This design comes from an exercise in tuning for small area, a short achievable clock period and few clock cycles per item on the open sky130 flow, not from production work.
RTL that was checked went through simulation tests only; none was proved equivalent to the original.
Power and IR drop assume default switching activity.

Setup of main:
==> flow/design.v <==
module counter (
	input clk, rst,
	output reg [7:0] step
);
	always @(posedge clk) begin
		if (rst)
			step <= 8'b0000_0001;
		else
			step <= {step[6:0], step[7]};
	end
endmodule
module rotator
(
	input [16:0] x, y,
	input [15:0] angle,
	input neg_dir,
	input [7:0] step,
	output [16:0] xp, yp,
	output [15:0] angle_p,
	output y_is_zero
);
	wire signed [16:0] y_signed = y;
	reg [16:0] x_shifted, y_shifted;
	reg [15:0] t;
	wire y_neg = y[16];
	wire y_pos = ~y[16];
	integer i;
	reg signed [16:0] y_sh;
	localparam [127:0] T = {16'h0051, 16'h00a3, 16'h0146, 16'h028b,
	                        16'h0511, 16'h09fb, 16'h12e4, 16'h2000};
	always @(*) begin
		x_shifted = 17'd0;
		y_shifted = 17'd0;
		t = 16'd0;
		for (i = 0; i < 8; i = i + 1) begin
			x_shifted = x_shifted | ((x >> i) & {17{step[i]}});
			y_sh = y_signed >>> i;
			y_shifted = y_shifted | (y_sh & {17{step[i]}});
			t = t | (T[16*i +: 16] & {16{step[i]}});
		end
	end
	adder #(17) add_x(x, y_shifted ^ {17{y_neg}}, y_neg, xp);
	adder #(17) add_y(y, x_shifted ^ {17{y_pos}}, y_pos, yp);
	wire sub = y_neg ^ neg_dir;
	adder #(16) add_angle(angle, t ^ {16{sub}}, sub, angle_p);
	assign y_is_zero = ~|y;
endmodule
module adder #(parameter W = 17) (
	input [W-1:0] a, b,
	input cin,
	output [W-1:0] sum
);
	localparam N = W + 1;	 
	localparam L = (N <= 2) ? 1 : (N <= 4) ? 2 : (N <= 8) ? 3 : (N <= 16) ? 4 : (N <= 32) ? 5 : 6;
	wire [N-1:0] g [0:L];
	wire [N-1:0] p [0:L];
	assign g[0] = {a & b, cin};
	assign p[0] = {a ^ b, 1'b0};
	genvar l, i;
	generate for (l = 0; l < L; l = l + 1) begin : level
		for (i = 0; i < N; i = i + 1) begin : node
			if (((i >> l) & 1) == 1) begin : merge
				localparam J = ((i >> l) << l) - 1;
				if ((i >> l) == 1) begin : gray
					prefix_gray pc(g[l][i], p[l][i], g[l][J], g[l+1][i]);
					assign p[l+1][i] = 1'b0;
				end
				else begin : black
					prefix_black pc(g[l][i], p[l][i], g[l][J], p[l][J], g[l+1][i], p[l+1][i]);
				end
			end
			else begin : keep
				assign g[l+1][i] = g[l][i];
				assign p[l+1][i] = p[l][i];
			end
		end
	end endgenerate
	assign sum = p[0][N-1:1] ^ g[L][N-2:0];
endmodule
module prefix_black (
	input gh, ph, gl, pl,
	output g, p
);
	assign g = gh | (ph & gl);
	assign p = ph & pl;
endmodule
module prefix_gray (
	input gh, ph, gl,
	output g
);
	assign g = gh | (ph & gl);
endmodule
module cordic_mod(
	input clk, rst,
	input signed [15:0] inp_x, inp_y,
	output [15:0] arctan,
	output reg valid
);
	reg [16:0] x, y;
	reg [15:0] angle;
	reg neg_dir;	 
	reg stop;	 
	reg x_zero;	 
	wire is_x_negative = inp_x[15];
	wire is_y_negative = inp_y[15];
	wire is_x_zero = ~|inp_x;
	wire is_y_zero = ~|inp_y;
	wire [15:0] below_x, below_y;
	genvar b;
	generate for (b = 0; b < 16; b = b + 1) begin : abs_bits
		if (b == 0) begin : lsb
			assign below_x[b] = 1'b0;
			assign below_y[b] = 1'b0;
		end
		else begin : other
			assign below_x[b] = |inp_x[b-1:0];
			assign below_y[b] = |inp_y[b-1:0];
		end
	end endgenerate
	wire [16:0] abs_x = {1'b0, inp_x ^ (below_x & {16{is_x_negative}})};
	wire [16:0] abs_y = {1'b0, inp_y ^ (below_y & {16{is_y_negative}})};
	reg [15:0] start_angle;
	always @(*) begin
		case ({is_x_negative, is_y_negative})
			2'b00: start_angle = 16'h0000;
			2'b01: start_angle = 16'h0000;
			2'b10: start_angle = 16'h7fff;
			2'b11: start_angle = 16'h8001;
		endcase
	end
	wire [7:0] step;
	counter cntr(clk, rst, step);
	wire [16:0] xp, yp;
	wire [15:0] angle_p;
	wire y_is_zero;
	rotator rttr(x, y, angle, neg_dir, step, xp, yp, angle_p, y_is_zero);
	wire step_en = ~valid & ~stop & ~y_is_zero;
	wire special = step[0] & ~valid & stop;
	wire [15:0] special_angle = {16{x_zero}} & {neg_dir, {15{~neg_dir}}};
	always @(posedge clk) begin
		if (rst) begin
			x <= abs_x;
			y <= abs_y;
			angle <= start_angle;
			neg_dir <= is_x_negative ^ is_y_negative;
			stop <= is_x_zero | is_y_zero;
			x_zero <= is_x_zero;
		end
		else begin
			x <= xp;
			y <= yp;
			if (special)
				angle <= special_angle;
			else if (step_en)
				angle <= angle_p;
			stop <= stop | y_is_zero;
		end
	end
	always @(posedge clk) begin
		if (rst)
			valid <= 1'b0;
		else if (step[7])
			valid <= 1'b1;
	end
	assign arctan = angle;
endmodule
Settings: LEC_CHECK=0, CAP_MARGIN=20, CORE_MARGIN=2, CORE_UTILIZATION=40, CTS_BUF_LIST=sky130_fd_sc_hd__clkbuf_4 sky130_fd_sc_hd__clkbuf_8, CTS_CLUSTER_DIAMETER=100, CTS_CLUSTER_SIZE=32, SETUP_SLACK_MARGIN=5.0, SLEW_MARGIN=20, SYNTH_HIERARCHICAL=1, SYNTH_MINIMUM_KEEP_SIZE=0; clock period 8.0 ns.
standard.sh (not shown) runs the stock make flow with config.mk's settings and CLKGATE_MAP_FILE= SYNTH_SCRIPT=/design/flow/synth_recipe.tcl, a recipe that flattens the netlist after the stock synthesis.
==> flow/flow/run.sh <==
#!/bin/bash
set -euo pipefail
bash standard.sh synth > synth.log 2>&1
bash standard.sh BUFFER_PORTS_ARGS="-buffer_cell sky130_fd_sc_hd__buf_1" SETUP_SLACK_MARGIN=5.3 finish > layout.log 2>&1
Edits applied to the flow inputs when going from main to the feature branch:
==> flow/flow/run.sh <==
#!/bin/bash
# The standard layout, except that the port buffers are the smallest buffer
# (buf_1) instead of the flow's default
# pick. Synthesis is the standard one, unchanged.
set -euo pipefail
bash standard.sh synth > synth.log 2>&1
bash standard.sh BUFFER_PORTS_ARGS="-buffer_cell sky130_fd_sc_hd__buf_1" finish > layout.log 2>&1
Notes after the runs:
The worst supply voltage drop on vdd of the feature branch was superior to that of main.
The feature branch improves on main in area of all placed cells without fillers.
Going from main to the feature branch, count of plain and timing-repair buffers in the layout shrinks by 69.
Function was not checked in any run of this note: the RTL went through the layout flow alone.

* * *

Setup of v40:
Another version of the RTL of cordic_mod (not shown whole).
Size: ~800 cells after synthesis, roughly 61 flip-flops, roughly 51 I/O pins, ~6400 µm² of cells after synthesis.
## cordic_mod
module cordic_mod(
	input clk, rst,
	input signed [15:0] inp_x, inp_y,
	output [15:0] arctan,
	output reg valid
);
Settings: LEC_CHECK=0, CAP_MARGIN=20, CORE_MARGIN=2, CORE_UTILIZATION=40, SETUP_SLACK_MARGIN=4, SLEW_MARGIN=20; clock period 8.0 ns.
run.sh (not shown) runs the stock make flow with config.mk's settings and CLKGATE_MAP_FILE= SYNTH_SCRIPT=/design/flow/synth_recipe.tcl, a recipe that flattens the netlist after the stock synthesis.
Stock flow here: none of the scripts above is used.
Testbench counts of v40, summed over its fixed seeds: cycles 108,000, items 12,000.
Input-level comparison between v39 and v40:
Settings: an added CTS_CLUSTER_DIAMETER of 100; an added CTS_CLUSTER_SIZE of 32; an added CTS_BUF_LIST of sky130_fd_sc_hd__clkbuf_4 sky130_fd_sc_hd__clkbuf_8; a change of SETUP_SLACK_MARGIN from 4 to 4.5.
==> flow/flow/run.sh (new file) <==
#!/bin/bash
# The standard layout, except that the port buffers are the smallest buffer
# (buf_1) instead of the flow's default
# pick. Synthesis is the standard one, unchanged.
set -euo pipefail
bash standard.sh synth > synth.log 2>&1
bash standard.sh BUFFER_PORTS_ARGS="-buffer_cell sky130_fd_sc_hd__buf_1" finish > layout.log 2>&1
==> flow/standard.sh (new file) <==
#!/bin/bash
# synth_recipe.tcl (not shown) runs the flow's synth.tcl, then flattens the netlist and writes it again
# the make line also repeats each setting of config.mk as NAME=value (left out here)
make -C /OpenROAD-flow-scripts/flow DESIGN_CONFIG=/design/flow/config.mk WORK_HOME=/design/flow/orfs CLKGATE_MAP_FILE= SYNTH_SCRIPT=/design/flow/synth_recipe.tcl "${@:-finish}"
removed: flow/run.sh
Results
Compared with v40, in v39 area added between synthesis and finish -5.6 points, routed wire length now smaller, register-to-register slack up 0.42 ns, share of cells above drive strength 1 has increased.
Summary of v39 over v40: utilization moved down, sequential-cell power consumption moved up.
The inputs of v31 differ from those of v39 as listed below.
Settings: removing CTS_CLUSTER_SIZE (formerly 32); changing SETUP_SLACK_MARGIN from 4.5 to 5; removing CTS_BUF_LIST (formerly sky130_fd_sc_hd__clkbuf_4 sky130_fd_sc_hd__clkbuf_8); removing CTS_CLUSTER_DIAMETER (formerly 100).
==> flow/run.sh (new file) <==
#!/bin/bash
# synth_recipe.tcl (not shown) runs the flow's synth.tcl, then flattens the netlist and writes it again
# the make line also repeats each setting of config.mk as NAME=value (left out here)
make -C /OpenROAD-flow-scripts/flow DESIGN_CONFIG=/design/flow/config.mk WORK_HOME=/design/flow/orfs CLKGATE_MAP_FILE= SYNTH_SCRIPT=/design/flow/synth_recipe.tcl finish
removed: flow/flow/run.sh
removed: flow/standard.sh
==> run notes <==
For the detailed-route wire length per cell, v31 came in about 12% higher than v39 did. Comparing v31 and v39, the higher met1 global-route usage was measured on v31. As far as number of placed cells counting well taps goes, v31 and v39 are indistinguishable; the numbers are identical. Portion of total power attributed to the clock network in v31 vs v39: up 2.2 points. Fmax | v31 vs v39 | v31 faster. In the tables for v31 and v39, final area reads lower with v39. Part of the total power dissipated in sequential elements delta for v31 relative to v39: 2.9 points lower. Looking at power, v31 sits about 18% above v39. v31 vs v39, total wirelength of the detailed-routed design went up by about 18%. Comparing v39 against v31, there is no change at all in count of pins on the block boundary.
Inputs modified between v31 and v25:
Settings: putting CTS_CLUSTER_DIAMETER at 100 where nothing was set; putting CTS_CLUSTER_SIZE at 32 where nothing was set; swapping 5 for 4.5 in SETUP_SLACK_MARGIN; putting CTS_BUF_LIST at sky130_fd_sc_hd__clkbuf_4 sky130_fd_sc_hd__clkbuf_8 where nothing was set.
Findings:
- v25 closes out successfully: all stages finished, all timing, DRC and antenna checks passed.
- Start point of the critical path = inp_x[9]: v25; start point of the critical path = cntr.step[2]: v31
- Going from v31 to v25, setup-violating endpoint count in the final report comparable, weighted congestion reported at the end of routability-driven placement now smaller, post-synthesis share of cell area spent on and, or, nand and nor gates comparable.
- The end point of the critical path comes out angle[10] in one run and angle[15] in the other, namely in v31 and v25 respectively.
- When v25 is set beside v31, its final cycle utilization of the critical path turns out to be 1.9 points larger.
- Post-synthesis mux area share: v25 vs v31 identical
- Summary — internal power contribution, v25 relative to v31: lower, by about 16%.
- Between v25 and v31, it is v25 whose fraction of standard cell area in multi-input logic is higher, by 4.3 points.
- Changes observed in v25 relative to v31: area after detailed placement down about 1.3%, final critical-path setup slack down 0.15 ns.
- From v31 to v25 the numbers moved as follows: hold slack rose 0.049 ns; count of clock-buffer cells in the layout fell 1.

-- re-timing with driven ports --
The flow's constraints put no driver on any port. The routed layouts listed below were extracted and timed again, unchanged, in two steps.
Step 1 assumes that a clkbuf_16 drives the clock port and a buf_2 every other input.
Step 2, shift: input delay + t, output delay - t, t = (earliest + latest rising clock arrival at the registers) / 2. This alone moves slack from input paths to output paths.
Three values: no drivers, after step 1, after step 2; two values: the first two.
run | shift t [ns] | setup WS [ns] | worst setup path at the end | clock arrival spread, ns | slew at the worst register clock pin (ns)
main | 0.412 | 5.105 / 5.105 / 4.892 | input to register | 0.012 / 0.011 | 0.08 / 0.08
the feature branch | 0.422 | 5.060 / 5.060 / 4.710 | input to register | 0.011 / 0.011 | 0.08 / 0.08
v40 | 0.389 | 4.191 / 4.191 / 3.958 | input to register | 0.009 / 0.009 | 0.06 / 0.06
v39 | 0.402 | 4.612 / 4.612 / 4.281 | input to register | 0.008 / 0.008 | 0.07 / 0.07
v31 | 0.378 | 4.734 / 4.734 / 4.475 | input to register | 0.008 / 0.008 | 0.06 / 0.06
v25 | 0.405 | 4.585 / 4.594 / 4.188 | input to register | 0.013 / 0.013 | 0.08 / 0.08
After both steps every run listed still meets setup and hold. The setup slack of v25, which loses most, moves by +0.009 ns with the drivers and by -0.397 ns with both steps.
